This design comes from an exercise in tuning for small area, a short achievable clock period and few clock cycles per item on the open sky130 flow, not from production work.
Function was checked by simulation only, so behaviour that the tests miss may differ from the original.
Power and IR drop assume default switching activity.

==> flow/design.v (outline; a module is shown in full before it is edited, if it fits) <==
// module binary_adder: 5 lines
// module adder_subtracter: 27 lines
// module mux2: 6 lines
// module sb16: 36 lines
// module ROM1: 15 lines
// module ROM2: 24 lines
// module mask_d: 45 lines
// module ACC: 123 lines
// module top_ALU: 32 lines
// module addressb: 54 lines
// module fau: 327 lines
// module inversion_rom: 21 lines
// module inversion_new: 145 lines
// module instruction_decoder: 71 lines
// module scalarconv_tnaf: 568 lines
// module scalarconv_top: 41 lines
// module processor: 85 lines
// module program_rom: 94 lines
// module ecsm_fsm: 213 lines
// module ecsm_processor: 24 lines
module ecsm_processor(clk, rst, en_ecsm, done_ecsm, addr, doutb, dina, wea);
  // ...
==> flow/run.sh <==
#!/bin/bash
# synth_recipe.tcl (not shown) runs the flow's synth.tcl, then flattens the netlist and writes it again
# the make line also repeats each setting of config.mk as NAME=value (left out here)
make -C /OpenROAD-flow-scripts/flow DESIGN_CONFIG=/design/flow/config.mk WORK_HOME=/design/flow/orfs CLKGATE_MAP_FILE= SYNTH_SCRIPT=/design/flow/synth_recipe.tcl finish
==> flow/config.mk <==
export PLATFORM = sky130hd
export DESIGN_NAME = ecsm_processor
export DESIGN_NICKNAME = ecsm_processor
export VERILOG_FILES = /design/flow/design.v
export SDC_FILE = /design/flow/constraint.sdc
export NUM_CORES = 4
export LEC_CHECK = 0
export ABC_AREA = 1
export CAP_MARGIN = 20
export CORE_MARGIN = 2
export CORE_UTILIZATION = 40
export SLEW_MARGIN = 20
==> flow/constraint.sdc <==
create_clock -name core_clock -period 10.0 [get_ports {clk}]
set_input_delay 2.0000 -clock core_clock [delete_from_list [all_inputs] [get_ports {clk}]]
set_output_delay 2.0000 -clock core_clock [all_outputs]
set_load 0.01 [all_outputs]
==> results.txt, run 1 <==
- The number of design-rule violations left by the first detailed-router iteration is 3555.
- The flow ran to the end and the layout has no timing, DRC or antenna violations.
- In this run the power density over the cells is about 180 nW/um^2.
- The total global-route track usage is between 20% and 30%.
- The dominant power group in this design is combinational logic.
- In this run, the clock network consumes a little under a third of the power.
- The worst setup path startpoint is doutb[0].
- The design received a total of 1050 well taps at floorplan.
- The internal portion of the total power is 3.651 mW.
- The number of clock-tree buffers in the layout is 60.
- For this run, global-route usage on met3 was measured as roughly 3.7%.
- The area of the core region is ~80000 um^2.
- The H-tree was split into 2 levels.
- The routed layout has 31.92k vias.
- Measured in cells, the most critical reg-to-reg path has a length of 31.
- The global-route wire length before repair is 171400 um.
- Max-cap violations in this run came to 0.
- The aggregate routed wire length is 110400 um.
- The repair_antennas step left the layout with diodes totalling 0.
- The critical path goes through clkdlybuf4s50_1 > buf_4 > xor2_1 > nand2_1 > o21ai_0 > nand2_1 > xor2_1 > ha_1 > nand2_1 > o21ai_0 > inv_1 > o21ai_0 > inv_1 > o21ai_0 > nand4_1 > nand2_1 > nand2_1 > nand2_1 > xor2_1.
- The average detailed-routed wire length per instance is between 15 and 20 um.
- Clock tree synthesis selected as its root buffer the cell clkbuf_16.
- The mapped netlist covers roughly 32000 um^2.
- The clock transition time at the flip-flop clock pins of the worst setup and hold paths is roughly 0.060 ns.
- The required time of the critical path is 10.31 ns.
- Summed over all nets, the switching power comes to ~2.5 mW.
- Setup violations remaining at the end of the flow were counted as 0.
- The placed instances occupy a cell area of 33610 um^2.
- The die outline area is between 80000 and 90000 um^2.
- The flop and latch count out of synthesis is 418.
- The fraction of area in multi-input gates is 55.89%.
- The sequential element share of the synthesized area is between 30% and 40%.
- Yosys mapped the design onto 71 distinct sky130hd cell types.
- The maximum resistive drop on vdd is approximately 230 uV.
- In the layout the commonest cells are 1134 x nand2_1, 566 x nor2_1, 507 x inv_1.
- After layout, the minimum clock period comes to around 5.4 ns.
- The DRC violation count after routing is 0.
- The type of origin of the critical path is a primary input.
- The endpoint identified for the worst register-to-register timing path is i_processor.address_SC_r[6]$_DFF_P_.
- The portion of the layout cell area used by clock cells is 4.765%.
- In this run switching power makes up 41.11% of total power.
- Registers represent a cell area share of between 20% and 30%.
- Of all cell types, the one taking the most synthesized area is dfxtp_1.
- Summed over all sequential cells, the power is ~2.0 mW.
Testbench counts, summed over its fixed seeds: cycles 8,978,804, items 12.
==> module ACC, before the edit <==
module ACC(clk, rst, rst_d_carry, en1, en2, clr1, clr2, R1set, lsb_en, lsb_en_mode, carry_en, mode, sel1, sel2, add, 
			  sel3, sel4, sel5, sel6, sel7, Tbit_sign,  mask, mask_d_en, Cen, Cshift, 
			  terminal_condition, ROM_sel, enable_flag_adjustment,
			  LSB_store, Tbit_no_sign, doutb, dina, b0_one, b1_zero, Tbit_pair, M4_out0, flag_adjustment,
			  CL, R2, R1, Tbit_no_sign_n);
input clk, rst, rst_d_carry;
input en1, en2, clr1, clr2, R1set, lsb_en, lsb_en_mode;
input [1:0] sel2, carry_en, mode;
input sel1, sel3, sel4, sel5, sel6, sel7, Tbit_sign, mask, mask_d_en, add, Cen, Cshift, terminal_condition, enable_flag_adjustment;
input [2:0] ROM_sel;
output LSB_store;				 
output Tbit_no_sign; 				 
input [15:0] doutb;
output [15:0] dina;
output b0_one, b1_zero; 	 
output [1:0] Tbit_pair;		 
output M4_out0;				 
output reg [1:0] flag_adjustment;	 
output [15:0] CL, R2, R1;
output Tbit_no_sign_n;
reg [15:0] R1, R2, CL;
wire [15:0] CU = 16'd0;	 
reg [4:0] T;
reg LSB_store, LSB_store_delayed, carryout1, carryout2;
reg d0_even;
wire [15:0] M1_out, M2_out, M3_out, M4_out, M5_out, sum_out, badd_out1, badd_out2, ROM_out;
wire [30:0] mult_out;
wire carry_in, carry_out, R1_lsb, R2_1_masked, R1_0_masked, R_carry, Tbit, Tbit_R_carry, Tbit_R_carry_d0_even, M4_out_lsb, en_T;
wire [4:0] masked_CL;
always @(posedge clk)
begin
	if(clr1) R1<=16'd0;
	else if(en1) R1<=doutb;
	else R1<=R1;
end	
always @(posedge clk)
begin
	if(clr2) R2<=16'd0;
	else if(en2) R2<=doutb;
	else R2<=R2;
end
always @(posedge clk)
begin
	if(lsb_en)
		LSB_store <= (lsb_en_mode) ? doutb[15] : doutb[0];
	else
		LSB_store <= LSB_store;
end
always @(posedge clk)
begin
	if(lsb_en)
		LSB_store_delayed <= LSB_store;
	else
		LSB_store_delayed <= LSB_store_delayed;
end
always @(posedge clk)
begin
	if(carry_en[0]==1'b1) carryout1<=carry_out;
	else carryout1<=carryout1;
end
always @(posedge clk)
begin
	if(carry_en==2'd2) carryout2<=carry_out;
	else carryout2<=carryout2;
end
always @(posedge clk)
begin
	if(carry_en==2'd3) d0_even <= ~doutb[0];
	else d0_even<=d0_even;
end
mask_d	mskd(clk, rst_d_carry, mask_d_en, R2[1], R1[0], doutb[0], Tbit_sign, terminal_condition,
				  R2_1_masked, R1_0_masked, R_carry, Tbit, Tbit_no_sign, Tbit_no_sign_n);
mux2 M1({R2[15:2],R2_1_masked,R2[0]}, {LSB_store,R2[15:2],R2_1_masked}, sel1, M1_out);
assign Tbit_R_carry = (sel7) ? Tbit : R_carry;
assign Tbit_R_carry_d0_even = ((sel7==1'b1) && (carry_en==2'd3)) ? d0_even : Tbit_R_carry;
assign carry_in = (sel2==2'd2) ? carryout2 
		 :(sel2==2'd1) ? carryout1
		 :(sel2==2'd0) ? 1'b0
		 :Tbit_R_carry_d0_even;
assign R1_lsb = (R1set) ? 1'b1 : R1_0_masked;
adder_subtracter	AS(M1_out, {R1[15:1],R1_lsb}, carry_in, add, sum_out, carry_out);
ROM1 RM(ROM_sel, ROM_out);
mux2 M2(R1, ROM_out, sel4, M2_out);
sb16 sb(R2, M2_out, mult_out);
mux2 M3(16'd0, CL, sel5, M3_out);
binary_adder badd1(mult_out[15:0], M3_out, badd_out1);
mux2 M4(sum_out, badd_out1, sel3, M4_out);
assign M4_out0 = M4_out[0];
assign M4_out_lsb = M4_out[0]^enable_flag_adjustment;
mux2 M5(16'd0, CU, sel5, M5_out);
binary_adder badd2({1'b0,mult_out[30:16]}, M5_out, badd_out2);
assign b0_one = (R2[7:0]==8'd1 || R2[7:0]==8'd255) ? 1'b1 : 1'b0;
assign b1_zero = ((R1[7:0]==8'd0)&(R_carry==1'b0))||((R1[7:0]==8'd255)&(R_carry==1'b1)) ? 1'b1 : 1'b0;
always @(posedge clk)
begin
	if(Cshift)
		CL <= CU;
	else if (Cen)	
		CL <= {M4_out[15:1], M4_out_lsb};
	else
		CL <= CL;
end	
assign en_T = ((mode==2'd1) & (Cshift|Cen)) | ((mode==2'd0) & (Cshift));
always @(posedge clk)
begin
	if(en_T)
		T <= CL[15:11];
	else
		T <= T;
end		
always @(posedge clk)
begin
	if(rst)
		flag_adjustment <= 2'd0;
	else if(enable_flag_adjustment)
		flag_adjustment <= {flag_adjustment[0],M4_out_lsb};
	else	
		flag_adjustment <= flag_adjustment;
end
assign masked_CL = (mask) ? 5'd0 : CL[15:11];
assign dina = (sel6) ? {CL[10:0],T} : {masked_CL,CL[10:0]};
assign Tbit_pair = {LSB_store, LSB_store_delayed};
endmodule
==> module fau, before the edit <==
module fau(clk, rst, mode, baseA, baseB, baseD, doutb, addr, dina, wea, done);
input clk, rst;
input [1:0] mode;
input [7:0] baseA, baseB, baseD;
input [15:0] doutb;
output [7:0] addr;
output reg [15:0] dina;
output wea;
output done;
localparam [7:0] TEMP = 8'd234;
localparam [3:0] S_IDLE = 4'd0, S_MUL = 4'd1, S_MULEND = 4'd2, S_SQP = 4'd3, S_SQR = 4'd4,
                 S_SQC = 4'd5, S_ADD = 4'd6, S_CPY = 4'd7, S_DONE = 4'd10;
localparam [4:0] T_NONE = 5'd0, T_RD = 5'd1, T_PE = 5'd2, T_PO = 5'd3, T_RDB = 5'd4,
                 T_RDC = 5'd5, T_L0 = 5'd6, T_L1 = 5'd7, T_FX0 = 5'd8, T_FX1 = 5'd9,
                 T_MW0 = 5'd10, T_MW1 = 5'd11, T_WH = 5'd12, T_SG = 5'd13, T_SQH = 5'd14,
                 T_WX = 5'd15, T_SQ8 = 5'd16;
localparam [1:0] B_A = 2'd0, B_B = 2'd1, B_D = 2'd2, B_T = 2'd3;
localparam [1:0] O_IA = 2'd0, O_JB = 2'd1, O_I = 2'd2, O_WC = 2'd3;
reg [3:0] state;
reg [4:0] i, ia, jb, p, wc;
reg whi;                 
reg sqd;                 
reg [1:0] slot;
reg nxtA, bnd, podd, firstel;
reg [2:0] wq;
reg qhi;                 
reg [3:0] ms;            
wire is_mul = (state == S_MUL) || (state == S_MULEND);
reg [7:0] addr_r, bD;
reg s_mw0, s_mw1, s_wh;    
reg we_r;
reg [4:0] tag1, tag2;
reg [1:0] gs1, gs2;      
reg [1:0] n_bs, n_os;
reg n_we;
reg [4:0] n_tag;
reg [1:0] n_gs;
assign addr = addr_r;
assign wea = we_r;
assign done = (state == S_DONE);
wire is_bnd = nxtA ? (ia == 5'd17) : (jb == 5'd0);
wire [4:0] pn = p + 5'd1;
wire [5:0] cn = {pn, 1'b0} - 6'd17;    
wire wbs_hi = whi;
always @* begin
  n_bs = B_D;
  n_os = O_WC;
  n_we = 1'b0;
  n_tag = T_NONE;
  n_gs = 2'd0;
  case (state)
    S_MUL: begin
      if (wq != 3'd0) begin
        if (!qhi) begin
          n_we = 1'b1; n_bs = B_T; n_os = O_WC;
          n_tag = (wq == 3'd2) ? T_MW0 : T_MW1;
        end else if (wq[2]) begin
          n_bs = B_T; n_os = O_I; n_tag = T_L0; n_gs = (i == 5'd0) ? 2'd1 : 2'd0;
        end else if (wq == 3'd3) begin
          n_bs = B_T; n_os = O_I; n_tag = T_L1;
        end else begin
          n_we = 1'b1; n_bs = B_D; n_os = O_WC; n_tag = (wq == 3'd2) ? T_WX : T_WH;
        end
      end else begin
        n_bs = nxtA ? B_A : B_B; n_os = nxtA ? O_IA : O_JB;
        n_tag = firstel ? T_RD : (podd ? T_PO : T_PE);
      end
    end
    S_MULEND: begin
      case (ms)
        4'd1: begin n_bs = B_T; n_os = O_I; n_tag = T_L0; end
        4'd2: begin n_bs = B_T; n_os = O_I; n_tag = T_L1; n_gs = 2'd3; end
        4'd3: begin n_we = 1'b1; n_tag = T_WX; end
        4'd4: begin n_we = 1'b1; n_tag = T_WH; end
        4'd5: begin n_bs = B_D; n_os = O_I; n_tag = T_FX0; end
        4'd6: begin n_bs = B_D; n_os = O_I; n_tag = T_FX1; end
        4'd7: begin n_we = 1'b1; n_tag = T_WX; end
        4'd8: begin n_we = 1'b1; n_tag = T_WH; end
        default: ;
      endcase
    end
    S_SQP: begin
      n_bs = B_A;
      case (slot)
        2'd0: begin n_tag = T_RD;  n_os = O_IA; end    
        2'd1: begin n_tag = T_SG;  n_os = O_IA; end    
        2'd2: begin n_tag = T_SQ8; n_os = O_IA; end    
        default: begin n_tag = T_RD; n_os = O_JB; end  
      endcase
    end
    S_SQR: begin
      case (slot)
        2'd0: begin
          n_tag = T_SQH; n_bs = B_A; n_os = O_IA;
          n_gs = (i == 5'd0) ? 2'd1 : (i == 5'd8) ? 2'd3 : 2'd0;
        end
        2'd1: begin
          n_bs = B_A; n_os = O_JB;
          if (i != 5'd8) n_tag = T_RD;
        end
        2'd2: begin n_we = 1'b1; n_tag = T_WX; n_bs = whi ? B_D : B_T; n_os = O_WC; end
        default: begin n_we = 1'b1; n_tag = T_WH; n_bs = whi ? B_D : B_T; n_os = O_WC; end
      endcase
    end
    S_SQC: begin
      if (slot == 2'd0) begin
        n_bs = B_T; n_os = O_I;
        if (i != 5'd10) n_tag = T_RDC;
      end else begin
        if (i != 5'd0) begin n_we = 1'b1; n_tag = T_WX; end
      end
    end
    S_ADD: begin
      if (slot == 2'd0) begin
        n_bs = B_A; n_os = O_I;
        if (i != 5'd18) n_tag = T_RD;
      end else if (slot == 2'd1) begin
        n_bs = B_B; n_os = O_I;
        if (i != 5'd18) n_tag = T_RDB;
      end else begin
        if (i != 5'd0) begin n_we = 1'b1; n_tag = T_WX; end
      end
    end
    S_CPY: begin
      if (slot == 2'd0) begin
        n_bs = B_A; n_os = O_I;
        if (i != 5'd18) n_tag = T_RDC;
      end else begin
        if (i != 5'd0) begin n_we = 1'b1; n_tag = T_WX; end
      end
    end
    default: ;
  endcase
end
wire [7:0] n_base = (n_bs == B_A) ? baseA : (n_bs == B_B) ? baseB : (n_bs == B_D) ? bD : TEMP;
wire [4:0] n_off = (n_os == O_IA) ? ia : (n_os == O_JB) ? jb : (n_os == O_I) ? i : wc;
always @(posedge clk) begin
  if (rst) begin
    state <= S_IDLE;
    i <= 5'd0; slot <= 2'd0; p <= 5'd0; wc <= 5'd0; whi <= 1'b0;
    ia <= 5'd0; jb <= 5'd1; nxtA <= 1'b0; bnd <= 1'b0; podd <= 1'b1; firstel <= 1'b1;
    wq <= 3'd0; qhi <= 1'b0; ms <= 4'd0;
  end else begin
    if (n_we) wc <= wc + 5'd1;
    case (state)
      S_IDLE: begin
        bD <= baseD;
        case (mode)
          2'd0: begin state <= S_MUL; whi <= 1'b0; end
          2'd1: begin state <= S_SQP; whi <= (baseA != baseD); sqd <= (baseA != baseD); ia <= 5'd16; jb <= 5'd0; end
          2'd2: begin state <= S_ADD; whi <= 1'b1; end
          default: begin state <= S_CPY; whi <= 1'b1; end
        endcase
      end
      S_MUL: begin
        if (wq != 3'd0) begin
          wq <= wq - 3'd1;
          if (!qhi && wc == 5'd17) wc <= 5'd0;
          if (qhi && wq[2:1] != 2'd1) i <= i + 5'd1;
        end else begin
          if (nxtA) ia <= ia + 5'd1; else jb <= jb - 5'd1;
          nxtA <= ~nxtA;
          if (!firstel) podd <= ~podd;
          firstel <= 1'b0;
          if (is_bnd) bnd <= 1'b1;
          if (bnd) begin
            bnd <= 1'b0;
            firstel <= 1'b1;
            if (p == 5'd17) begin
              state <= S_MULEND; ms <= 4'd0;
            end else begin
              p <= pn;
              if (pn <= 5'd8) begin
                nxtA <= 1'b0; ia <= 5'd0; jb <= {pn[3:0], 1'b1}; podd <= 1'b1;
              end else begin
                nxtA <= 1'b1; ia <= cn[4:0]; jb <= 5'd17; podd <= 1'b0;
              end
            end
          end else if (firstel && p != 5'd0) begin
            wq <= (p >= 5'd10) ? 3'd4 : 3'd2;
            qhi <= (p >= 5'd10);
          end
        end
      end
      S_MULEND: begin
        ms <= ms + 4'd1;
        if (ms == 4'd1) i <= i + 5'd1;
        if (ms == 4'd2) i <= 5'd0;
        if (ms == 4'd4) wc <= 5'd0;
        if (ms == 4'd5) i <= i + 5'd1;
        if (ms == 4'd8) state <= S_DONE;
      end
      S_SQP: begin
        slot <= slot + 2'd1;
        case (slot)
          2'd0: ia <= 5'd17;
          2'd1: ia <= 5'd8;
          2'd2: ia <= 5'd9;
          default: begin jb <= 5'd1; state <= S_SQR; i <= 5'd0; end
        endcase
      end
      S_SQR: begin
        slot <= slot + 2'd1;
        if (slot == 2'd0) ia <= ia + 5'd1;
        if (slot == 2'd1) jb <= jb + 5'd1;
        if (slot == 2'd3 && wc == 5'd9) whi <= 1'b1;
        if (slot == 2'd3) begin
          if (i == 5'd8) begin state <= sqd ? S_DONE : S_SQC; i <= 5'd0; slot <= 2'd0; wc <= 5'd0; end
          else i <= i + 5'd1;
        end
      end
      S_SQC: begin
        if (slot == 2'd1) begin
          slot <= 2'd0;
          if (i == 5'd10) state <= S_DONE;
          else i <= i + 5'd1;
        end else slot <= slot + 2'd1;
      end
      S_ADD: begin
        if (slot == 2'd2) begin
          slot <= 2'd0;
          if (i == 5'd18) state <= S_DONE;
          else i <= i + 5'd1;
        end else slot <= slot + 2'd1;
      end
      S_CPY: begin
        if (slot == 2'd1) begin
          slot <= 2'd0;
          if (i == 5'd18) state <= S_DONE;
          else i <= i + 5'd1;
        end else slot <= slot + 2'd1;
      end
      default: ;
    endcase
  end
end
always @(posedge clk) begin
  if (rst) begin
    we_r <= 1'b0; tag1 <= T_NONE; tag2 <= T_NONE; gs1 <= 2'd0; gs2 <= 2'd0;
  end else begin
    we_r <= n_we; tag1 <= n_tag; tag2 <= tag1; gs1 <= n_gs; gs2 <= gs1;
  end
  s_mw0 <= (n_tag == T_MW0);
  s_mw1 <= (n_tag == T_MW1);
  s_wh <= (n_tag == T_WH);
  addr_r <= n_base + {3'b000, n_off};
end
reg [15:0] W, X, SQ, Hm;
reg [4:0] Pm2;          
wire [15:0] Pm1 = SQ;
reg [30:0] acc_e, acc_o;
reg [10:0] G;
wire [30:0] prod;
sb16 mul(W, doutb, prod);
function [15:0] fold;    
input [15:0] h, hp;
begin
  fold = h ^ {h[10:0], hp[15:11]} ^ {h[8:0], hp[15:9]} ^ {h[3:0], hp[15:4]};
end
endfunction
function [15:0] spread8;
input [7:0] a;
integer k;
begin
  spread8 = 16'd0;
  for (k = 0; k < 8; k = k + 1) spread8[2*k] = a[k];
end
endfunction
wire is_sq = (tag2 == T_SQH) || (tag2 == T_SG);
wire [15:0] lo_in = spread8(doutb[7:0]);
wire [15:0] hi_in = spread8(doutb[15:8]);
wire [15:0] loS = spread8(SQ[7:0]);
wire [15:0] hiS = spread8(SQ[15:8]);
wire [15:0] loW = spread8(W[7:0]);
wire [15:0] hiW = spread8(W[15:8]);
wire [15:0] Pw0 = acc_e[15:0];
wire [15:0] Pw1 = acc_o[15:0] ^ {1'b0, acc_e[30:16]};
wire [15:0] Hsq_m1 = (gs2 == 2'd1) ? 16'd0 : {hiS[10:0], loS[15:11]};    
wire [15:0] Hsq_0  = {lo_in[10:0], hiS[15:11]};                         
wire [15:0] Hsq_1  = {hi_in[10:0], lo_in[15:11]};                       
wire [15:0] Hm_m1 = (gs2 == 2'd1) ? 16'd0 : {Pm1[10:0], Pm2};           
wire [15:0] Hm_0  = {Pw0[10:0], Pm1[15:11]};                            
wire [15:0] Hm_1  = {Pw1[10:0], Pw0[15:11]};                            
wire [15:0] fa = is_sq ? fold(Hsq_0, Hsq_m1) : fold(Hm_0, Hm_m1);
wire [15:0] fb = is_sq ? fold(Hsq_1, Hsq_0) : fold(Hm_1, Hm_0);
wire [15:0] H16 = is_sq ? {lo_in[10:0], hiW[15:11]} : Hm_0;
wire [15:0] H17 = is_sq ? {hi_in[10:0], lo_in[15:11]} : Hm_1;
wire [15:0] F17 = fold(H17, H16);
wire [15:0] F18w = (H17 >> 11) ^ (H17 >> 9) ^ (H17 >> 4);
wire [5:0]  F18 = F18w[5:0];
wire [15:0] Gf0 = {5'd0, G} ^ {G, 5'd0} ^ {G[8:0], 7'd0} ^ {G[3:0], 12'd0};
wire [15:0] Gf1 = {14'd0, G[10:9]} ^ {9'd0, G[10:4]};
wire [15:0] Rm1a = doutb ^ fb;
wire [15:0] Rm1 = (gs2 == 2'd3) ? {5'd0, Rm1a[10:0]} : Rm1a;
wire [15:0] Rs0 = loW ^ fa ^ ((gs2 == 2'd1) ? Gf0 : 16'd0);
wire [15:0] Rs1a = hiW ^ fb ^ ((gs2 == 2'd1) ? Gf1 : 16'd0);
wire [15:0] Rs1 = (gs2 == 2'd3) ? {5'd0, Rs1a[10:0]} : Rs1a;
always @(posedge clk) begin
  case (tag2)
    T_RD:  W <= doutb;
    T_PE: begin acc_e <= acc_e ^ prod; W <= doutb; end
    T_PO: begin acc_o <= acc_o ^ prod; W <= doutb; end
    T_RDB: X <= W ^ doutb;
    T_RDC: X <= doutb;
    T_L0: begin X <= doutb ^ fa; G <= {F18, F17[15:11]}; end
    T_L1: Hm <= Rm1;
    T_FX0: X <= doutb ^ Gf0;
    T_FX1: Hm <= doutb ^ Gf1;
    T_SG: G <= {F18, F17[15:11]};
    T_SQ8: SQ <= doutb;
    T_SQH: begin X <= Rs0; Hm <= Rs1; SQ <= doutb; end
    default: ;
  endcase
  if (tag1 == T_MW1 || (tag1 == T_WH && is_mul) || rst) begin
    acc_e <= rst ? 31'd0 : {16'd0, acc_o[30:16]};
    acc_o <= 31'd0;
    Pm2 <= Pw0[15:11];
    SQ <= Pw1;
  end
end
always @* begin
  if (s_mw0) dina = acc_e[15:0];
  else if (s_mw1) dina = acc_o[15:0] ^ {1'b0, acc_e[30:16]};
  else if (s_wh) dina = Hm;
  else dina = X;
end
endmodule
==> module scalarconv_top, before the edit <==
module scalarconv_top(clk, rst, suspend, Tbit_no_sign, b0_one, b1_zero, M4_out0, flag_adjustment,
         		rst_d_carry, control_group1, control_group2, wea, address_carryin, BaseSel, SCOffset,
			length_even, Tbit_ready, done,
			state, length_counter, Tbit_no_sign_n, BaseSel_n, SCOffset_n, address_carryin_n);
input clk, rst;
input suspend;		 
input Tbit_no_sign;
input b0_one, b1_zero;  
input M4_out0;				 
input [1:0] flag_adjustment;
output rst_d_carry;
output [8:0] control_group1;
output [13:0] control_group2;
output wea, address_carryin;
output [2:0] BaseSel;
output [4:0] SCOffset;
output length_even;
output Tbit_ready, done;
output [5:0] state;
output [8:0] length_counter;
input Tbit_no_sign_n;
output [2:0] BaseSel_n;
output [4:0] SCOffset_n;
output address_carryin_n;
wire en1, en2, clr1, clr2, sel1, sel7, R1set, Cen, Cshift;
wire terminal_condition, enable_flag_adjustment;
wire add_sub, lsb_en, address_carryin, wea, mask_d_en;
wire [1:0] sel2, carry_en;
wire [2:0] BaseSel; 
wire sel3, sel6, Tbit_sign, mask, lsb_en_mode;
wire length_even;	 
wire Tbit_ready, done;
scalarconv_tnaf	SC(clk, rst, suspend, Tbit_no_sign, b0_one, b1_zero, M4_out0, flag_adjustment,
			rst_d_carry, en1, en2, clr1, clr2, sel1, sel2, sel3, sel6, sel7, Tbit_sign, mask, mask_d_en, enable_flag_adjustment,
			add_sub, carry_en, lsb_en, lsb_en_mode, address_carryin, R1set, Cen, Cshift, terminal_condition,
			BaseSel, SCOffset, wea, length_even, Tbit_ready, done,
			state, length_counter, Tbit_no_sign_n, BaseSel_n, SCOffset_n, address_carryin_n);
assign control_group1 = {en1, en2, clr1, clr2, sel3, sel6, mask, Cen, Cshift}; 
assign control_group2 = {sel1, sel2, sel7, Tbit_sign, mask_d_en, enable_flag_adjustment, add_sub, 
									  carry_en, lsb_en, lsb_en_mode, R1set, terminal_condition};
endmodule
==> module processor, before the edit <==
module 	processor(clk, rst, instruction_ready, instruction, op0, op1, op2,
			address, doutb, dina, wea, length_even, done_SC, Tbit_pair, flag_adjustment, instruction_executed,
			state_SC);
input clk, rst;
input instruction_ready;
input [2:0] instruction;
input [3:0] op0, op1, op2;
output [7:0] address;
input [15:0] doutb;
output [15:0] dina;
output wea;
output length_even, done_SC;
output [1:0] Tbit_pair, flag_adjustment;
output instruction_executed;
output [5:0] state_SC;
wire [5:0] state_SC;
wire [8:0] length_counter;
wire [15:0] CL, R2, R1;
wire [2:0] state_inv;
wire [7:0] inv_rom_dout;
wire [7:0] count;
wire done_primitive, done_inversion;
wire [8:0] control_group3, control_group3_ins, control_group3_inv;
wire [3:0] BasePtSel;
wire [1:0] Base_en, mode;
wire en_primitive, en_invert, suspend;
wire [4:0] SCOffset;
wire [2:0] BaseSel_SC;
wire [8:0] control_group1, control_group1_SC;
wire [13:0] control_group2, control_group2_SC;
wire b0_one, b1_zero, M4_out0;
wire [1:0] Tbit_pair, flag_adjustment;
wire wea_SC, address_carryin;
wire Tbit_no_sign, rst_d_carry, LSB_store;
wire [7:0] address_SC, RdBase1, RdBase2, BasePointer, RdBase1_n, RdBase2_n;
wire suspend_n, Tbit_no_sign_n, address_carryin_n;
wire [2:0] BaseSel_n;
wire [4:0] SCOffset_n;
wire [7:0] op0_base;
reg suspend_r;
reg [7:0] address_SC_r;
wire [15:0] dina_ALU;
wire [7:0] address_F;
wire [15:0] dina_F;
wire wea_F;
instruction_decoder  INS_DEC(clk, rst, instruction_ready, Tbit_ready,
				  instruction, op0, op1, op2, done_primitive, done_inversion,
				  control_group3_ins, en_invert, suspend,
				  instruction_executed, suspend_n);
always @(posedge clk)
	suspend_r <= rst | suspend_n;
scalarconv_top	 SC(clk, rst, suspend_r, Tbit_no_sign, b0_one, b1_zero, M4_out0, flag_adjustment,
	  	 rst_d_carry, control_group1_SC, control_group2_SC, wea_SC, address_carryin, BaseSel_SC, SCOffset,
		 length_even, Tbit_ready, done_SC,
		 state_SC, length_counter, Tbit_no_sign_n, BaseSel_n, SCOffset_n, address_carryin_n);
inversion_new	IN(clk, ~en_invert, done_primitive,
				control_group3_inv, done_inversion,
				state_inv, inv_rom_dout, count);
fau		FU(clk, rst | ~en_primitive, mode, RdBase1, RdBase2, BasePointer,
		   doutb, address_F, dina_F, wea_F, done_primitive);
top_ALU			ALU(clk, rst, rst_d_carry, control_group1, control_group2, mode, 1'b1, 1'b0, 3'd0,
			    LSB_store, Tbit_no_sign, doutb, dina_ALU, b0_one, b1_zero, Tbit_pair, M4_out0, flag_adjustment,
       			    CL, R2, R1, Tbit_no_sign_n);
addressb		ADDR(clk, rst, 5'd0, 6'd0, SCOffset, suspend_r,
			     BasePtSel, (suspend_r==1'b0) ? BaseSel_SC : 3'd0, 1'b0, Base_en, address_carryin, address_SC,
			     RdBase1, RdBase2, BasePointer, RdBase1_n, RdBase2_n);
ROM2 OP0BASE(op0, op0_base);
wire [7:0] base_SC_n = (BaseSel_n==3'd0) ? RdBase1_n
                      :(BaseSel_n==3'd1) ? RdBase2_n
                      :(BaseSel_n==3'd2) ? 8'd234
                      :(BaseSel_n==3'd3) ? op0_base
                      :(BaseSel_n==3'd4) ? 8'd243
                      :(BaseSel_n==3'd5) ? 8'd63
                      :(BaseSel_n==3'd6) ? 8'd72
                      : 8'd81;
always @(posedge clk)
	address_SC_r <= base_SC_n + {3'b000, SCOffset_n} + address_carryin_n;
assign control_group1 = (suspend_r==1'b0) ? control_group1_SC : 9'b001110010;
assign control_group2 = control_group2_SC;
assign control_group3 = (en_invert) ? control_group3_inv : control_group3_ins;
assign {BasePtSel, Base_en, mode, en_primitive} = control_group3;
assign address = (suspend_r==1'b0) ? address_SC_r : address_F;
assign dina = (suspend_r==1'b0) ? dina_ALU : dina_F;
assign wea = (suspend_r==1'b0) ? wea_SC : wea_F;
endmodule
==> module ecsm_fsm, before the edit <==
module ecsm_fsm(clk, rst, en_ecsm, en_primitive, done_primitive, done_ecsm,
                k_even, done_k, k_bits, k_end, prog_addr);
input clk, rst;
input en_ecsm;
output reg en_primitive;
input done_primitive;
output done_ecsm;
input k_even, done_k;
input [1:0] k_bits, k_end;
output [6:0] prog_addr;
localparam [6:0] PNTR_GET_K         = 7'd0;
localparam [6:0] PNTR_PRECOMP_B     = 7'd1;
localparam [6:0] PNTR_PRECOMP_E     = 7'd23;
localparam [6:0] PNTR_FLIP_R_B      = 7'd24;
localparam [6:0] PNTR_FLIP_D_B      = 7'd25;
localparam [6:0] PNTR_RANDBASE_B    = 7'd26;
localparam [6:0] PNTR_RANDBASE_E    = 7'd28;
localparam [6:0] PNTR_FROBMAP_B     = 7'd29;
localparam [6:0] PNTR_FROBMAP_E     = 7'd34;
localparam [6:0] PNTR_ADDINIT_P_B   = 7'd35;
localparam [6:0] PNTR_ADDINIT_P_E   = 7'd37;
localparam [6:0] PNTR_ADDINIT_M_B   = 7'd38;
localparam [6:0] PNTR_ADDINIT_M_E   = 7'd40;
localparam [6:0] PNTR_SUBINIT_P_B   = 7'd41;
localparam [6:0] PNTR_SUBINIT_P_E   = 7'd43;
localparam [6:0] PNTR_SUBINIT_M_B   = 7'd44;
localparam [6:0] PNTR_SUBINIT_M_E   = 7'd46;
localparam [6:0] PNTR_ADDSUB_B      = 7'd47;
localparam [6:0] PNTR_ADDSUB_E      = 7'd66;
localparam [6:0] PNTR_AFFINE_B      = 7'd67;
localparam [6:0] PNTR_AFFINE_E      = 7'd71;
localparam [6:0] PNTR_CHGBASE_P_R_B = 7'd72;
localparam [6:0] PNTR_CHGBASE_P_R_E = 7'd73;
localparam [6:0] PNTR_CHGBASE_M_R_B = 7'd74;
localparam [6:0] PNTR_CHGBASE_M_R_E = 7'd75;
localparam [6:0] PNTR_CHGBASE_D_B   = 7'd76;
localparam [6:0] PNTR_CHGBASE_D_E   = 7'd77;
localparam [5:0] ST_IDLE = 6'd0, ST_GET_MSB_E = 6'd1,
  ST_PRECOMP_B = 6'd2, ST_PRECOMP_C = 6'd3, ST_PRECOMP_E = 6'd4,
  ST_CHGBASE_P_R_B = 6'd5, ST_CHGBASE_P_R_C = 6'd6, ST_CHGBASE_P_R_E = 6'd7,
  ST_CHGBASE_M_R_B = 6'd8, ST_CHGBASE_M_R_C = 6'd9, ST_CHGBASE_M_R_E = 6'd10,
  ST_CHGBASE_D_B = 6'd11, ST_CHGBASE_D_C = 6'd12, ST_CHGBASE_D_E = 6'd13,
  ST_FLIP_R_B = 6'd14, ST_FLIP_R_E = 6'd15,
  ST_FLIP_D_B = 6'd16, ST_FLIP_D_E = 6'd17,
  ST_RANDBASE_B = 6'd18, ST_RANDBASE_C = 6'd19, ST_RANDBASE_E = 6'd20,
  ST_GET_K_B = 6'd21, ST_GET_K_E = 6'd22,
  ST_FROB_B = 6'd23, ST_FROB_C = 6'd24, ST_FROB_E = 6'd25,
  ST_PADD_P_B = 6'd26, ST_PADD_P_C = 6'd27, ST_PADD_P_E = 6'd28,
  ST_PADD_M_B = 6'd29, ST_PADD_M_C = 6'd30, ST_PADD_M_E = 6'd31,
  ST_PSUB_P_B = 6'd32, ST_PSUB_P_C = 6'd33, ST_PSUB_P_E = 6'd34,
  ST_PSUB_M_B = 6'd35, ST_PSUB_M_C = 6'd36, ST_PSUB_M_E = 6'd37,
  ST_PADDSUB_B = 6'd38, ST_PADDSUB_C = 6'd39, ST_PADDSUB_E = 6'd40,
  ST_END = 6'd41,
  ST_AFFINE_B = 6'd42, ST_AFFINE_C = 6'd43, ST_AFFINE_E = 6'd44;
reg [5:0] state;
reg [6:0] cntr, cntr_value;
reg cntr_set, cntr_up;
reg final_proc;
always @(posedge clk)
begin
  if(cntr_set)
    cntr <= cntr_value;
  else if(cntr_up)
    cntr <= cntr + 1'b1;
end
always @(posedge clk)
begin
  if(rst)
    final_proc <= 1'b1;
  else if(state == ST_IDLE)
    final_proc <= 1'b0;
  else if(state == ST_END)
    final_proc <= 1'b1;
end
always @*
begin
  en_primitive = 1'b0;
  cntr_value = PNTR_GET_K;
  cntr_set = 1'b0;
  cntr_up = 1'b0;
  case(state)
    ST_IDLE:          begin cntr_value = PNTR_GET_K; cntr_set = 1'b1; end
    ST_GET_MSB_E:     en_primitive = 1'b1;
    ST_PRECOMP_B:     begin cntr_value = PNTR_PRECOMP_B; cntr_set = 1'b1; end
    ST_CHGBASE_P_R_B: begin cntr_value = PNTR_CHGBASE_P_R_B; cntr_set = 1'b1; end
    ST_CHGBASE_M_R_B: begin cntr_value = PNTR_CHGBASE_M_R_B; cntr_set = 1'b1; end
    ST_CHGBASE_D_B:   begin cntr_value = PNTR_CHGBASE_D_B; cntr_set = 1'b1; end
    ST_FLIP_R_B:      begin cntr_value = PNTR_FLIP_R_B; cntr_set = 1'b1; end
    ST_FLIP_D_B:      begin cntr_value = PNTR_FLIP_D_B; cntr_set = 1'b1; end
    ST_RANDBASE_B:    begin cntr_value = PNTR_RANDBASE_B; cntr_set = 1'b1; end
    ST_FROB_B:        begin cntr_value = PNTR_FROBMAP_B; cntr_set = 1'b1; end
    ST_GET_K_B:       begin cntr_value = PNTR_GET_K; cntr_set = 1'b1; end
    ST_PADD_P_B:      begin cntr_value = PNTR_ADDINIT_P_B; cntr_set = 1'b1; end
    ST_PADD_M_B:      begin cntr_value = PNTR_ADDINIT_M_B; cntr_set = 1'b1; end
    ST_PSUB_P_B:      begin cntr_value = PNTR_SUBINIT_P_B; cntr_set = 1'b1; end
    ST_PSUB_M_B:      begin cntr_value = PNTR_SUBINIT_M_B; cntr_set = 1'b1; end
    ST_PADDSUB_B:     begin cntr_value = PNTR_ADDSUB_B; cntr_set = 1'b1; end
    ST_AFFINE_B:      begin cntr_value = PNTR_AFFINE_B; cntr_set = 1'b1; end
    ST_PRECOMP_C, ST_CHGBASE_P_R_C, ST_CHGBASE_M_R_C, ST_CHGBASE_D_C, ST_RANDBASE_C,
    ST_FROB_C, ST_PADD_P_C, ST_PADD_M_C, ST_PSUB_P_C, ST_PSUB_M_C, ST_PADDSUB_C,
    ST_AFFINE_C:      cntr_up = 1'b1;
    ST_PRECOMP_E, ST_CHGBASE_P_R_E, ST_CHGBASE_M_R_E, ST_CHGBASE_D_E, ST_FLIP_R_E,
    ST_FLIP_D_E, ST_RANDBASE_E, ST_GET_K_E, ST_FROB_E, ST_PADD_P_E, ST_PADD_M_E,
    ST_PSUB_P_E, ST_PSUB_M_E, ST_PADDSUB_E,
    ST_AFFINE_E:      en_primitive = 1'b1;
    default: ;
  endcase
end
always @(posedge clk)
begin
  if(rst)
    state <= ST_IDLE;
  else
    case(state)
      ST_IDLE:      if(en_ecsm) state <= ST_GET_MSB_E;
      ST_GET_MSB_E: if(done_primitive) state <= ST_PRECOMP_B;
      ST_PRECOMP_B, ST_PRECOMP_C: state <= ST_PRECOMP_E;
      ST_PRECOMP_E:
        if(done_primitive) begin
          if(cntr == PNTR_PRECOMP_E) begin
            if(k_even) begin
              if(k_bits[0] ^ k_bits[1]) state <= ST_CHGBASE_M_R_B;
              else state <= ST_CHGBASE_P_R_B;
            end else
              state <= ST_CHGBASE_D_B;
          end else
            state <= ST_PRECOMP_C;
        end
      ST_CHGBASE_P_R_B, ST_CHGBASE_P_R_C: state <= ST_CHGBASE_P_R_E;
      ST_CHGBASE_P_R_E:
        if(done_primitive) begin
          if(cntr == PNTR_CHGBASE_P_R_E) state <= k_bits[0] ? ST_FLIP_D_B : ST_FLIP_R_B;
          else state <= ST_CHGBASE_P_R_C;
        end
      ST_CHGBASE_M_R_B, ST_CHGBASE_M_R_C: state <= ST_CHGBASE_M_R_E;
      ST_CHGBASE_M_R_E:
        if(done_primitive) begin
          if(cntr == PNTR_CHGBASE_M_R_E) state <= k_bits[0] ? ST_FLIP_D_B : ST_FLIP_R_B;
          else state <= ST_CHGBASE_M_R_C;
        end
      ST_CHGBASE_D_B, ST_CHGBASE_D_C: state <= ST_CHGBASE_D_E;
      ST_CHGBASE_D_E:
        if(done_primitive) begin
          if(cntr == PNTR_CHGBASE_D_E) state <= k_bits[1] ? ST_FLIP_D_B : ST_FLIP_R_B;
          else state <= ST_CHGBASE_D_C;
        end
      ST_FLIP_R_B: state <= ST_FLIP_R_E;
      ST_FLIP_R_E: if(done_primitive) state <= ST_RANDBASE_B;
      ST_FLIP_D_B: state <= ST_FLIP_D_E;
      ST_FLIP_D_E: if(done_primitive) state <= ST_RANDBASE_B;
      ST_RANDBASE_B, ST_RANDBASE_C: state <= ST_RANDBASE_E;
      ST_RANDBASE_E:
        if(done_primitive) begin
          if(cntr == PNTR_RANDBASE_E) state <= ST_FROB_B;
          else state <= ST_RANDBASE_C;
        end
      ST_GET_K_B: state <= ST_GET_K_E;
      ST_GET_K_E:
        if(done_primitive) begin
          if(k_bits[0]) state <= k_bits[1] ? ST_PADD_P_B : ST_PADD_M_B;
          else          state <= k_bits[1] ? ST_PSUB_M_B : ST_PSUB_P_B;
        end
      ST_FROB_B, ST_FROB_C: state <= ST_FROB_E;
      ST_FROB_E:
        if(done_primitive) begin
          if(cntr == PNTR_FROBMAP_E) state <= ST_GET_K_B;
          else state <= ST_FROB_C;
        end
      ST_PADD_P_B, ST_PADD_P_C: state <= ST_PADD_P_E;
      ST_PADD_P_E:
        if(done_primitive) begin
          if(cntr == PNTR_ADDINIT_P_E) state <= ST_PADDSUB_B;
          else state <= ST_PADD_P_C;
        end
      ST_PADD_M_B, ST_PADD_M_C: state <= ST_PADD_M_E;
      ST_PADD_M_E:
        if(done_primitive) begin
          if(cntr == PNTR_ADDINIT_M_E) state <= ST_PADDSUB_B;
          else state <= ST_PADD_M_C;
        end
      ST_PSUB_P_B, ST_PSUB_P_C: state <= ST_PSUB_P_E;
      ST_PSUB_P_E:
        if(done_primitive) begin
          if(cntr == PNTR_SUBINIT_P_E) state <= ST_PADDSUB_B;
          else state <= ST_PSUB_P_C;
        end
      ST_PSUB_M_B, ST_PSUB_M_C: state <= ST_PSUB_M_E;
      ST_PSUB_M_E:
        if(done_primitive) begin
          if(cntr == PNTR_SUBINIT_M_E) state <= ST_PADDSUB_B;
          else state <= ST_PSUB_M_C;
        end
      ST_PADDSUB_B, ST_PADDSUB_C: state <= ST_PADDSUB_E;
      ST_PADDSUB_E:
        if(done_primitive) begin
          if(cntr == PNTR_ADDSUB_E) state <= done_k ? ST_END : ST_FROB_B;
          else state <= ST_PADDSUB_C;
        end
      ST_END:
        if(!final_proc && k_end[1]) state <= k_end[0] ? ST_PSUB_P_B : ST_PADD_M_B;
        else state <= ST_AFFINE_B;
      ST_AFFINE_B, ST_AFFINE_C: state <= ST_AFFINE_E;
      ST_AFFINE_E:
        if(done_primitive) begin
          if(cntr == PNTR_AFFINE_E) state <= ST_IDLE;
          else state <= ST_AFFINE_C;
        end
      default: state <= ST_IDLE;
    endcase
end
assign done_ecsm = (state == ST_IDLE);
assign prog_addr = cntr;
endmodule
==> inputs of run 2 (changes only) <==
--- a/flow/design.v
+++ b/flow/design.v
@@ -223,25 +223,35 @@
 end
 always @(posedge clk)
 begin
 	if(carry_en==2'd3) d0_even <= ~doutb[0];
 	else d0_even<=d0_even;
 end
 mask_d	mskd(clk, rst_d_carry, mask_d_en, R2[1], R1[0], doutb[0], Tbit_sign, terminal_condition,
 				  R2_1_masked, R1_0_masked, R_carry, Tbit, Tbit_no_sign, Tbit_no_sign_n);
-mux2 M1({R2[15:2],R2_1_masked,R2[0]}, {LSB_store,R2[15:2],R2_1_masked}, sel1, M1_out);
+wire x_in = doutb[0] ^ R_carry;
+wire R2_1_m0 = (mask_d_en & !R2[1]) ? 1'b1 : R2[1];
+wire R2_1_m1 = R2[1];
+wire R1_0_m0 = R1[0];
+wire R1_0_m1 = (mask_d_en & R2[1]) ? 1'b0 : R1[0];
+wire [15:0] M1_out0, M1_out1, sum_out0, sum_out1;
+wire carry_out0, carry_out1;
+mux2 M1a({R2[15:2],R2_1_m0,R2[0]}, {LSB_store,R2[15:2],R2_1_m0}, sel1, M1_out0);
+mux2 M1b({R2[15:2],R2_1_m1,R2[0]}, {LSB_store,R2[15:2],R2_1_m1}, sel1, M1_out1);
 assign Tbit_R_carry = (sel7) ? Tbit : R_carry;
 assign Tbit_R_carry_d0_even = ((sel7==1'b1) && (carry_en==2'd3)) ? d0_even : Tbit_R_carry;
 assign carry_in = (sel2==2'd2) ? carryout2 
 		 :(sel2==2'd1) ? carryout1
 		 :(sel2==2'd0) ? 1'b0
 		 :Tbit_R_carry_d0_even;
-assign R1_lsb = (R1set) ? 1'b1 : R1_0_masked;
-adder_subtracter	AS(M1_out, {R1[15:1],R1_lsb}, carry_in, add, sum_out, carry_out);
+adder_subtracter	AS0(M1_out0, {R1[15:1], R1set | R1_0_m0}, carry_in, add, sum_out0, carry_out0);
+adder_subtracter	AS1(M1_out1, {R1[15:1], R1set | R1_0_m1}, carry_in, add, sum_out1, carry_out1);
+assign sum_out = x_in ? sum_out1 : sum_out0;
+assign carry_out = x_in ? carry_out1 : carry_out0;
 ROM1 RM(ROM_sel, ROM_out);
 mux2 M2(R1, ROM_out, sel4, M2_out);
 sb16 sb(R2, M2_out, mult_out);
 mux2 M3(16'd0, CL, sel5, M3_out);
 binary_adder badd1(mult_out[15:0], M3_out, badd_out1);
 mux2 M4(sum_out, badd_out1, sel3, M4_out);
 assign M4_out0 = M4_out[0];
 assign M4_out_lsb = M4_out[0]^enable_flag_adjustment;
@@ -360,23 +370,25 @@
 						  :(BaseSel==3'd5) ? 8'd63
 						  :(BaseSel==3'd6) ? 8'd72
 						  : 8'd81;						  
 assign Offset = (suspend==1'b0) ? {1'b0,SCOffset} 
 					:(OffsetSel) ? WtOffset 
 					: {1'b0,RdOffset};						  
 assign address = BaseAddress + Offset + address_carryin; 
 endmodule
-module fau(clk, rst, mode, baseA, baseB, baseD, doutb, addr, dina, wea, done);
+module fau(clk, rst, mode, baseA, baseB, baseD, doutb, addr, dina, wea, done, addr_n, wea_n);
 input clk, rst;
 input [1:0] mode;
 input [7:0] baseA, baseB, baseD;
 input [15:0] doutb;
 output [7:0] addr;
 output reg [15:0] dina;
+output [7:0] addr_n;     
+output wea_n;
 output wea;
 output done;
 localparam [7:0] TEMP = 8'd234;
 localparam [3:0] S_IDLE = 4'd0, S_MUL = 4'd1, S_MULEND = 4'd2, S_SQP = 4'd3, S_SQR = 4'd4,
                  S_SQC = 4'd5, S_ADD = 4'd6, S_CPY = 4'd7, S_DONE = 4'd10;
 localparam [4:0] T_NONE = 5'd0, T_RD = 5'd1, T_PE = 5'd2, T_PO = 5'd3, T_RDB = 5'd4,
                  T_RDC = 5'd5, T_L0 = 5'd6, T_L1 = 5'd7, T_FX0 = 5'd8, T_FX1 = 5'd9,
                  T_MW0 = 5'd10, T_MW1 = 5'd11, T_WH = 5'd12, T_SG = 5'd13, T_SQH = 5'd14,
@@ -389,17 +401,16 @@
 reg sqd;                 
 reg [1:0] slot;
 reg nxtA, bnd, podd, firstel;
 reg [2:0] wq;
 reg qhi;                 
 reg [3:0] ms;            
 wire is_mul = (state == S_MUL) || (state == S_MULEND);
 reg [7:0] addr_r, bD;
-reg s_mw0, s_mw1, s_wh;    
 reg we_r;
 reg [4:0] tag1, tag2;
 reg [1:0] gs1, gs2;      
 reg [1:0] n_bs, n_os;
 reg n_we;
 reg [4:0] n_tag;
 reg [1:0] n_gs;
 assign addr = addr_r;
@@ -494,16 +505,18 @@
         if (i != 5'd18) n_tag = T_RDC;
       end else begin
         if (i != 5'd0) begin n_we = 1'b1; n_tag = T_WX; end
       end
     end
     default: ;
   endcase
 end
+assign addr_n = n_base + {3'b000, n_off};
+assign wea_n = n_we & ~rst;
 wire [7:0] n_base = (n_bs == B_A) ? baseA : (n_bs == B_B) ? baseB : (n_bs == B_D) ? bD : TEMP;
 wire [4:0] n_off = (n_os == O_IA) ? ia : (n_os == O_JB) ? jb : (n_os == O_I) ? i : wc;
 always @(posedge clk) begin
   if (rst) begin
     state <= S_IDLE;
     i <= 5'd0; slot <= 2'd0; p <= 5'd0; wc <= 5'd0; whi <= 1'b0;
     ia <= 5'd0; jb <= 5'd1; nxtA <= 1'b0; bnd <= 1'b0; podd <= 1'b1; firstel <= 1'b1;
     wq <= 3'd0; qhi <= 1'b0; ms <= 4'd0;
@@ -602,20 +615,17 @@
   end
 end
 always @(posedge clk) begin
   if (rst) begin
     we_r <= 1'b0; tag1 <= T_NONE; tag2 <= T_NONE; gs1 <= 2'd0; gs2 <= 2'd0;
   end else begin
     we_r <= n_we; tag1 <= n_tag; tag2 <= tag1; gs1 <= n_gs; gs2 <= gs1;
   end
-  s_mw0 <= (n_tag == T_MW0);
-  s_mw1 <= (n_tag == T_MW1);
-  s_wh <= (n_tag == T_WH);
-  addr_r <= n_base + {3'b000, n_off};
+  addr_r <= addr_n;
 end
 reg [15:0] W, X, SQ, Hm;
 reg [4:0] Pm2;          
 wire [15:0] Pm1 = SQ;
 reg [30:0] acc_e, acc_o;
 reg [10:0] G;
 wire [30:0] prod;
 sb16 mul(W, doutb, prod);
@@ -657,45 +667,54 @@
 wire [5:0]  F18 = F18w[5:0];
 wire [15:0] Gf0 = {5'd0, G} ^ {G, 5'd0} ^ {G[8:0], 7'd0} ^ {G[3:0], 12'd0};
 wire [15:0] Gf1 = {14'd0, G[10:9]} ^ {9'd0, G[10:4]};
 wire [15:0] Rm1a = doutb ^ fb;
 wire [15:0] Rm1 = (gs2 == 2'd3) ? {5'd0, Rm1a[10:0]} : Rm1a;
 wire [15:0] Rs0 = loW ^ fa ^ ((gs2 == 2'd1) ? Gf0 : 16'd0);
 wire [15:0] Rs1a = hiW ^ fb ^ ((gs2 == 2'd1) ? Gf1 : 16'd0);
 wire [15:0] Rs1 = (gs2 == 2'd3) ? {5'd0, Rs1a[10:0]} : Rs1a;
+reg [30:0] acc_e_n, acc_o_n;
+reg [15:0] X_n, Hm_n;
+always @* begin
+  acc_e_n = acc_e; acc_o_n = acc_o; X_n = X; Hm_n = Hm;
+  case (tag2)
+    T_PE: acc_e_n = acc_e ^ prod;
+    T_PO: acc_o_n = acc_o ^ prod;
+    T_RDB: X_n = W ^ doutb;
+    T_RDC: X_n = doutb;
+    T_L0: X_n = doutb ^ fa;
+    T_L1: Hm_n = Rm1;
+    T_FX0: X_n = doutb ^ Gf0;
+    T_FX1: Hm_n = doutb ^ Gf1;
+    T_SQH: begin X_n = Rs0; Hm_n = Rs1; end
+    default: ;
+  endcase
+  if (tag1 == T_MW1 || (tag1 == T_WH && is_mul) || rst) begin
+    acc_e_n = rst ? 31'd0 : {16'd0, acc_o[30:16]};
+    acc_o_n = 31'd0;
+  end
+end
 always @(posedge clk) begin
+  acc_e <= acc_e_n; acc_o <= acc_o_n; X <= X_n; Hm <= Hm_n;
   case (tag2)
-    T_RD:  W <= doutb;
-    T_PE: begin acc_e <= acc_e ^ prod; W <= doutb; end
-    T_PO: begin acc_o <= acc_o ^ prod; W <= doutb; end
-    T_RDB: X <= W ^ doutb;
-    T_RDC: X <= doutb;
-    T_L0: begin X <= doutb ^ fa; G <= {F18, F17[15:11]}; end
-    T_L1: Hm <= Rm1;
-    T_FX0: X <= doutb ^ Gf0;
-    T_FX1: Hm <= doutb ^ Gf1;
-    T_SG: G <= {F18, F17[15:11]};
-    T_SQ8: SQ <= doutb;
-    T_SQH: begin X <= Rs0; Hm <= Rs1; SQ <= doutb; end
+    T_RD, T_PE, T_PO: W <= doutb;
+    T_L0, T_SG: G <= {F18, F17[15:11]};
+    T_SQ8, T_SQH: SQ <= doutb;
     default: ;
   endcase
   if (tag1 == T_MW1 || (tag1 == T_WH && is_mul) || rst) begin
-    acc_e <= rst ? 31'd0 : {16'd0, acc_o[30:16]};
-    acc_o <= 31'd0;
     Pm2 <= Pw0[15:11];
     SQ <= Pw1;
   end
 end
-always @* begin
-  if (s_mw0) dina = acc_e[15:0];
-  else if (s_mw1) dina = acc_o[15:0] ^ {1'b0, acc_e[30:16]};
-  else if (s_wh) dina = Hm;
-  else dina = X;
-end
+always @(posedge clk)
+  dina <= (n_tag == T_MW0) ? acc_e_n[15:0] :
+          (n_tag == T_MW1) ? (acc_o_n[15:0] ^ {1'b0, acc_e_n[30:16]}) :
+          (n_tag == T_WH) ? Hm_n : X_n;
 endmodule
 module inversion_rom(address, dout);
 input [3:0] address;
 output reg [7:0] dout;
 always @*
 begin
 	case(address)
 	4'd0 : dout <= 8'd1;
@@ -928,27 +947,28 @@
 end
 assign suspend_n = ~((instruction==3'd7) & (nextstate==2'd3));
 assign instruction_executed = move_to_done_state;
 endmodule
 module scalarconv_tnaf(clk, rst, suspend, Tbit_no_sign, b0_one, b1_zero, M4_out0, flag_adjustment,
 			rst_d_carry, en1, en2, clr1, clr2, sel1, sel2, sel3, sel6, sel7, Tbit_sign, mask, mask_d_en, enable_flag_adjustment,
 			add_sub, carry_en, lsb_en, lsb_en_mode, address_carryin, R1set, Cen, Cshift, terminal_condition,
 			BaseSel, SCOffset, wea, length_even, Tbit_ready, done, 
-			state, length_counter, Tbit_no_sign_n, BaseSel_n, SCOffset_n, address_carryin_n);
+			state, length_counter, Tbit_no_sign_n, BaseSel_n, SCOffset_n, address_carryin_n, wea_n);
 input clk, rst;
 input suspend;		 
 input Tbit_no_sign;	 
 input b0_one, b1_zero;  
 input M4_out0;				 
 input [1:0] flag_adjustment;
 input Tbit_no_sign_n;		 
 output [2:0] BaseSel_n;		 
 output [4:0] SCOffset_n;
 output address_carryin_n;
+output wea_n;			 
 output reg rst_d_carry, en1, en2, clr1, clr2, sel1, sel7, R1set, Cen, Cshift;
 output terminal_condition, enable_flag_adjustment;
 output reg add_sub, lsb_en, address_carryin, wea, mask_d_en;
 output reg [1:0] sel2, carry_en;
 output reg [2:0] BaseSel; 
 output reg [4:0] SCOffset;
 output sel3, sel6, Tbit_sign, mask;
 output reg lsb_en_mode;
@@ -1034,16 +1054,17 @@
 reg n_en1, n_en2, n_clr1, n_clr2, n_clr_wc, n_inc_wc, n_dec_length, n_sel1, n_sel7, n_add_sub, n_lsb_en,
     n_R1set, n_Cen, n_Cshift, n_address_carryin, n_wea, n_mask_d_en;
 reg [2:0] n_BaseSel;
 reg [1:0] n_sel2, n_carry_en;
 wire n_lsb_en_mode = (nwc_full & (ns_eff==6'd13)) | (nwc_half & (ns_eff==6'd32));
 assign SCOffset_n = (ns_eff>6'd37) ? lc_n[8:4] : wc_n;
 assign BaseSel_n = n_BaseSel;
 assign address_carryin_n = n_address_carryin;
+assign wea_n = n_wea & ~rst;
 always @(posedge clk)
 begin
 	if(rst) begin	 
 	{en1, en2, clr1, clr2, clr_wc, inc_wc, dec_length, sel1, sel7, add_sub, lsb_en,
 	 R1set, Cen, Cshift, address_carryin, wea, mask_d_en} <= 17'b00111000000010000;
 	BaseSel <= 3'd0;
 	sel2 <= 2'd0;
 	carry_en <= 2'd0;
@@ -1495,17 +1516,17 @@
 		done<=1'b0;
 	else
 		done<= done_wire | done;
 end		
 endmodule
 module scalarconv_top(clk, rst, suspend, Tbit_no_sign, b0_one, b1_zero, M4_out0, flag_adjustment,
          		rst_d_carry, control_group1, control_group2, wea, address_carryin, BaseSel, SCOffset,
 			length_even, Tbit_ready, done,
-			state, length_counter, Tbit_no_sign_n, BaseSel_n, SCOffset_n, address_carryin_n);
+			state, length_counter, Tbit_no_sign_n, BaseSel_n, SCOffset_n, address_carryin_n, wea_n);
 input clk, rst;
 input suspend;		 
 input Tbit_no_sign;
 input b0_one, b1_zero;  
 input M4_out0;				 
 input [1:0] flag_adjustment;
 output rst_d_carry;
 output [8:0] control_group1;
@@ -1516,29 +1537,30 @@
 output length_even;
 output Tbit_ready, done;
 output [5:0] state;
 output [8:0] length_counter;
 input Tbit_no_sign_n;
 output [2:0] BaseSel_n;
 output [4:0] SCOffset_n;
 output address_carryin_n;
+output wea_n;
 wire en1, en2, clr1, clr2, sel1, sel7, R1set, Cen, Cshift;
 wire terminal_condition, enable_flag_adjustment;
 wire add_sub, lsb_en, address_carryin, wea, mask_d_en;
 wire [1:0] sel2, carry_en;
 wire [2:0] BaseSel; 
 wire sel3, sel6, Tbit_sign, mask, lsb_en_mode;
 wire length_even;	 
 wire Tbit_ready, done;
 scalarconv_tnaf	SC(clk, rst, suspend, Tbit_no_sign, b0_one, b1_zero, M4_out0, flag_adjustment,
 			rst_d_carry, en1, en2, clr1, clr2, sel1, sel2, sel3, sel6, sel7, Tbit_sign, mask, mask_d_en, enable_flag_adjustment,
 			add_sub, carry_en, lsb_en, lsb_en_mode, address_carryin, R1set, Cen, Cshift, terminal_condition,
 			BaseSel, SCOffset, wea, length_even, Tbit_ready, done,
-			state, length_counter, Tbit_no_sign_n, BaseSel_n, SCOffset_n, address_carryin_n);
+			state, length_counter, Tbit_no_sign_n, BaseSel_n, SCOffset_n, address_carryin_n, wea_n);
 assign control_group1 = {en1, en2, clr1, clr2, sel3, sel6, mask, Cen, Cshift}; 
 assign control_group2 = {sel1, sel2, sel7, Tbit_sign, mask_d_en, enable_flag_adjustment, add_sub, 
 									  carry_en, lsb_en, lsb_en_mode, R1set, terminal_condition};
 endmodule
 module 	processor(clk, rst, instruction_ready, instruction, op0, op1, op2,
 			address, doutb, dina, wea, length_even, done_SC, Tbit_pair, flag_adjustment, instruction_executed,
 			state_SC);
 input clk, rst;
@@ -1575,58 +1597,66 @@
 wire [7:0] address_SC, RdBase1, RdBase2, BasePointer, RdBase1_n, RdBase2_n;
 wire suspend_n, Tbit_no_sign_n, address_carryin_n;
 wire [2:0] BaseSel_n;
 wire [4:0] SCOffset_n;
 wire [7:0] op0_base;
 reg suspend_r;
 reg [7:0] address_SC_r;
 wire [15:0] dina_ALU;
-wire [7:0] address_F;
+wire [7:0] address_F, address_F_n;
 wire [15:0] dina_F;
-wire wea_F;
+wire wea_F, wea_F_n, wea_SC_n;
+reg [7:0] address_r;
+reg wea_r;
 instruction_decoder  INS_DEC(clk, rst, instruction_ready, Tbit_ready,
 				  instruction, op0, op1, op2, done_primitive, done_inversion,
 				  control_group3_ins, en_invert, suspend,
 				  instruction_executed, suspend_n);
 always @(posedge clk)
 	suspend_r <= rst | suspend_n;
 scalarconv_top	 SC(clk, rst, suspend_r, Tbit_no_sign, b0_one, b1_zero, M4_out0, flag_adjustment,
 	  	 rst_d_carry, control_group1_SC, control_group2_SC, wea_SC, address_carryin, BaseSel_SC, SCOffset,
 		 length_even, Tbit_ready, done_SC,
-		 state_SC, length_counter, Tbit_no_sign_n, BaseSel_n, SCOffset_n, address_carryin_n);
+		 state_SC, length_counter, Tbit_no_sign_n, BaseSel_n, SCOffset_n, address_carryin_n, wea_SC_n);
 inversion_new	IN(clk, ~en_invert, done_primitive,
 				control_group3_inv, done_inversion,
 				state_inv, inv_rom_dout, count);
 fau		FU(clk, rst | ~en_primitive, mode, RdBase1, RdBase2, BasePointer,
-		   doutb, address_F, dina_F, wea_F, done_primitive);
+		   doutb, address_F, dina_F, wea_F, done_primitive, address_F_n, wea_F_n);
 top_ALU			ALU(clk, rst, rst_d_carry, control_group1, control_group2, mode, 1'b1, 1'b0, 3'd0,
 			    LSB_store, Tbit_no_sign, doutb, dina_ALU, b0_one, b1_zero, Tbit_pair, M4_out0, flag_adjustment,
        			    CL, R2, R1, Tbit_no_sign_n);
 addressb		ADDR(clk, rst, 5'd0, 6'd0, SCOffset, suspend_r,
 			     BasePtSel, (suspend_r==1'b0) ? BaseSel_SC : 3'd0, 1'b0, Base_en, address_carryin, address_SC,
 			     RdBase1, RdBase2, BasePointer, RdBase1_n, RdBase2_n);
 ROM2 OP0BASE(op0, op0_base);
 wire [7:0] base_SC_n = (BaseSel_n==3'd0) ? RdBase1_n
                       :(BaseSel_n==3'd1) ? RdBase2_n
                       :(BaseSel_n==3'd2) ? 8'd234
                       :(BaseSel_n==3'd3) ? op0_base
                       :(BaseSel_n==3'd4) ? 8'd243
                       :(BaseSel_n==3'd5) ? 8'd63
                       :(BaseSel_n==3'd6) ? 8'd72
                       : 8'd81;
+wire [7:0] address_SC_n = base_SC_n + {3'b000, SCOffset_n} + address_carryin_n;
 always @(posedge clk)
-	address_SC_r <= base_SC_n + {3'b000, SCOffset_n} + address_carryin_n;
+	address_SC_r <= address_SC_n;
+wire suspend_nx = rst | suspend_n;
+always @(posedge clk) begin
+	address_r <= suspend_nx ? address_F_n : address_SC_n;
+	wea_r <= suspend_nx ? wea_F_n : wea_SC_n;
+end
 assign control_group1 = (suspend_r==1'b0) ? control_group1_SC : 9'b001110010;
 assign control_group2 = control_group2_SC;
 assign control_group3 = (en_invert) ? control_group3_inv : control_group3_ins;
 assign {BasePtSel, Base_en, mode, en_primitive} = control_group3;
-assign address = (suspend_r==1'b0) ? address_SC_r : address_F;
+assign address = address_r;
 assign dina = (suspend_r==1'b0) ? dina_ALU : dina_F;
-assign wea = (suspend_r==1'b0) ? wea_SC : wea_F;
+assign wea = wea_r;
 endmodule
 module program_rom(prog_addr, inst, addr_opa, addr_opb, addr_res);
 input  [6:0] prog_addr;
 output [2:0] inst;
 output [3:0] addr_opa, addr_opb, addr_res;
 reg [14:0] word;
 always @*
 begin
@@ -1922,17 +1952,26 @@
       ST_AFFINE_E:
         if(done_primitive) begin
           if(cntr == PNTR_AFFINE_E) state <= ST_IDLE;
           else state <= ST_AFFINE_C;
         end
       default: state <= ST_IDLE;
     endcase
 end
-assign done_ecsm = (state == ST_IDLE);
+reg idle_r;
+always @(posedge clk)
+begin
+  if(rst)
+    idle_r <= 1'b1;
+  else
+    idle_r <= (state == ST_IDLE && !en_ecsm) ||
+              (state == ST_AFFINE_E && done_primitive && cntr == PNTR_AFFINE_E);
+end
+assign done_ecsm = idle_r;
 assign prog_addr = cntr;
 endmodule
 module ecsm_processor(clk, rst, en_ecsm, done_ecsm, addr, doutb, dina, wea);
 input clk, rst;
 input en_ecsm;
 output done_ecsm;
 output [7:0] addr;
 input [15:0] doutb;
==> run 2 against run 1 <==
Net effect:
- clock skew up 0.033 ns
- critical path depth up 12
- flip-flop and latch count up 5
- combinational power down 7%
- highest routed layer is now met5
- register-to-register slack better by 0.08 ns
- largest cell class unchanged
==> results.txt, run 2 <==
- The clock transition time at the flip-flop clock pins of the worst setup and hold paths is 0.06 ns (about the same).
- The depth of the CTS H-tree is 2 (unchanged).
- The starting density of the core is 40.26%.
- The DRC violation count after routing was 0 (unchanged).
- The sequential element share of the synthesized area is 28.51% (-1.7 points).
- The relative contribution of the clock network to total power is 32.0% (+1.7 points).
- The biggest area contributor in the post-synthesis netlist is dfxtp_1.
- Setup slack on the critical path of the routed design comes to roughly 4.7 ns.
- In this run the core area contains between 100 and 150 standard-cell rows.
- The summed instance area of the synthesized netlist was 32270 um^2 (+0.31%).
- In the finished design, the share of the clock period the worst path needs comes to 53.31%.
- The post-synthesis to final-layout area growth is 9.752%.
- The post-cts resize count is 0.
- Static timing analysis puts the maximum clock frequency at approximately 190 MHz.
- The sum of overflow across all layers after global routing is 0.
- The required time of the critical path was 10.51 ns (+0.20 ns).
- The clock passes through at most 3 buffers.
- The flop and latch count out of synthesis came to 423 (+1.2%).
- The count of max-cap constraint violations is 0 (unchanged).
- The root buffer cell is clkbuf_16.
- The number of design-rule violations left by the first detailed-router iteration is 3424 (-3.7%).
- The clock net in this run drives a total of roughly 420 sinks.
- The run finished with no timing, DRC or antenna violations.
- Headroom to the max-slew limit came out at just over 20%.
- The final-report hold violation count came to 0.
- Summed over all nets, the half-perimeter wirelength after detailed placement is 84600 um.
- The number of vias in the routed layout is 33.32k (+4.4%).
- The number of setup violations in the final report is 0 (unchanged).
- The average detailed-routed wire length per instance is 19.13 um (+0.70%).
- The die outline area is 82960 um^2 (+0.30%).
- The number of unique standard cell types used by synthesis is 59 (-17%).
- The maximum resistive drop on vdd was 207.6 uV (-11%).
- The leakage dissipation is roughly 15 nW.
- The total global-route track usage is 27.12% (+0.97 points).
- The aggregate routed wire length is 115800 um (+4.9%).
- The placed instance area is 33660 um^2 (+0.16%).
- The type of origin of the critical path is a flop.
- In the layout the commonest cells are 1252 x nand2_1, 571 x nor2_1, 566 x inv_1.
- The global-route wire length before repair is 177600 um (+3.6%).
- Cells with a size suffix above 1 make up under 10% of the layout.
- STA puts the critical path data arrival time at just under 6 ns.
- The most frequent cell on the critical path is nor2_1.
- The net switching fraction of the power is 40.52% (-0.59 points).
- The final estimated routing congestion in global placement is roughly 1.0.
- The total power density per cell area was 170.2 nW/um^2 (-3.1%).
- The net switching power figure came to 2.442 mW (-4.2%).
- The final critical path time including I/O delays and setup is 5.331 ns (-0.08597 ns).
- The area of the core region is 80160 um^2 (+1.1%).
- The internal power is 3.585 mW (-1.8%).
run 2: power groups by stage:
stage / sequential [mW] / clock, mW / combinational [mW]
6_report: 1.91 / 1.93 / 2.19
5_1_grt: 1.92 / 2.03 / 2.41
4_1_cts: 1.91 / 1.96 / 2.13
3_3_place_gp: 1.95 / 0 / 2.15
2_1_floorplan: 1.92 / 0 / 1.49
3_5_place_dp: 1.95 / 0 / 2.11
run 2: routing by layer:
layer  part of all wire [%]  wire length, um  up-vias  GRT usage (%)
met5                  0.011               13        -              0
met4                    3.0             3527        2          8.225
met3                    8.6             9915      240          4.168
met2                     43            49780     1415          41.83
met1                     45            52560    15480          38.76
li1                       -                -    16180              -
run 2: cell type report:
cell class	count	area, um^2	area share [%]
timing repair buffer	89	778.2	2.197
tap	1060	1326	3.745
clock buffer	69	1446	4.084
sequential	423	9200	25.98
inverter	590	2215	6.253
clock inverter	28	290.3	0.8196
multi-input combinational	3792	20160	56.92
antenna	1	2.502	0.007066
run 2: final timing paths:
check / cells after the start / from / slack, ns / end
max: 31 / i_processor.SC.SC.state[4]$_SDFF_PP0_ / 4.67 / i_processor.address_r[7]$_DFF_P_
min: 2 / i_processor.FU.gs1[0]$_SDFF_PP0_ / 0.41 / i_processor.FU.gs2[0]$_SDFF_PP0_
max reg2reg: 31 / i_processor.SC.SC.state[4]$_SDFF_PP0_ / 4.67 / i_processor.address_r[7]$_DFF_P_
min reg2reg: 2 / i_processor.FU.gs1[0]$_SDFF_PP0_ / 0.41 / i_processor.FU.gs2[0]$_SDFF_PP0_
run 2: kinds of logic after synthesis:
kind of cell             synth area share, %
AO/OA/AOI/OAI                          16.47
flip-flops                             28.51
multiplexers                         0.06204
XOR/XNOR                               11.86
AND/OR/NAND/NOR                        29.76
buffers and inverters                  9.151
adder cells (fa/ha/maj)                4.188
run 2: stage by stage:
| step | hold WS, ns | cells |
|---|---|---|
| 2_1_floorplan | 0.3759 | 4995 |
| 3_3_place_gp | 0.3999 | 5954 |
| 3_5_place_dp | 0.4026 | 5954 |
| 4_1_cts | 0.4105 | 6051 |
| 5_1_grt | 0.4339 | 6051 |
| 6_report | 0.4070 | 6052 |
run 2: worst max-delay path, delay by kind of cell (launching register included):
kind,cells,cell delay [ns]
AOI/OAI and AO/OA,4,0.98
adders and majority gates,1,0.31
buffers and inverters,5,0.43
DFF,1,0.44
and+or+nand+nor,21,3.08
Testbench counts of run 2, summed over its fixed seeds: cycles 8,978,804, items 12.
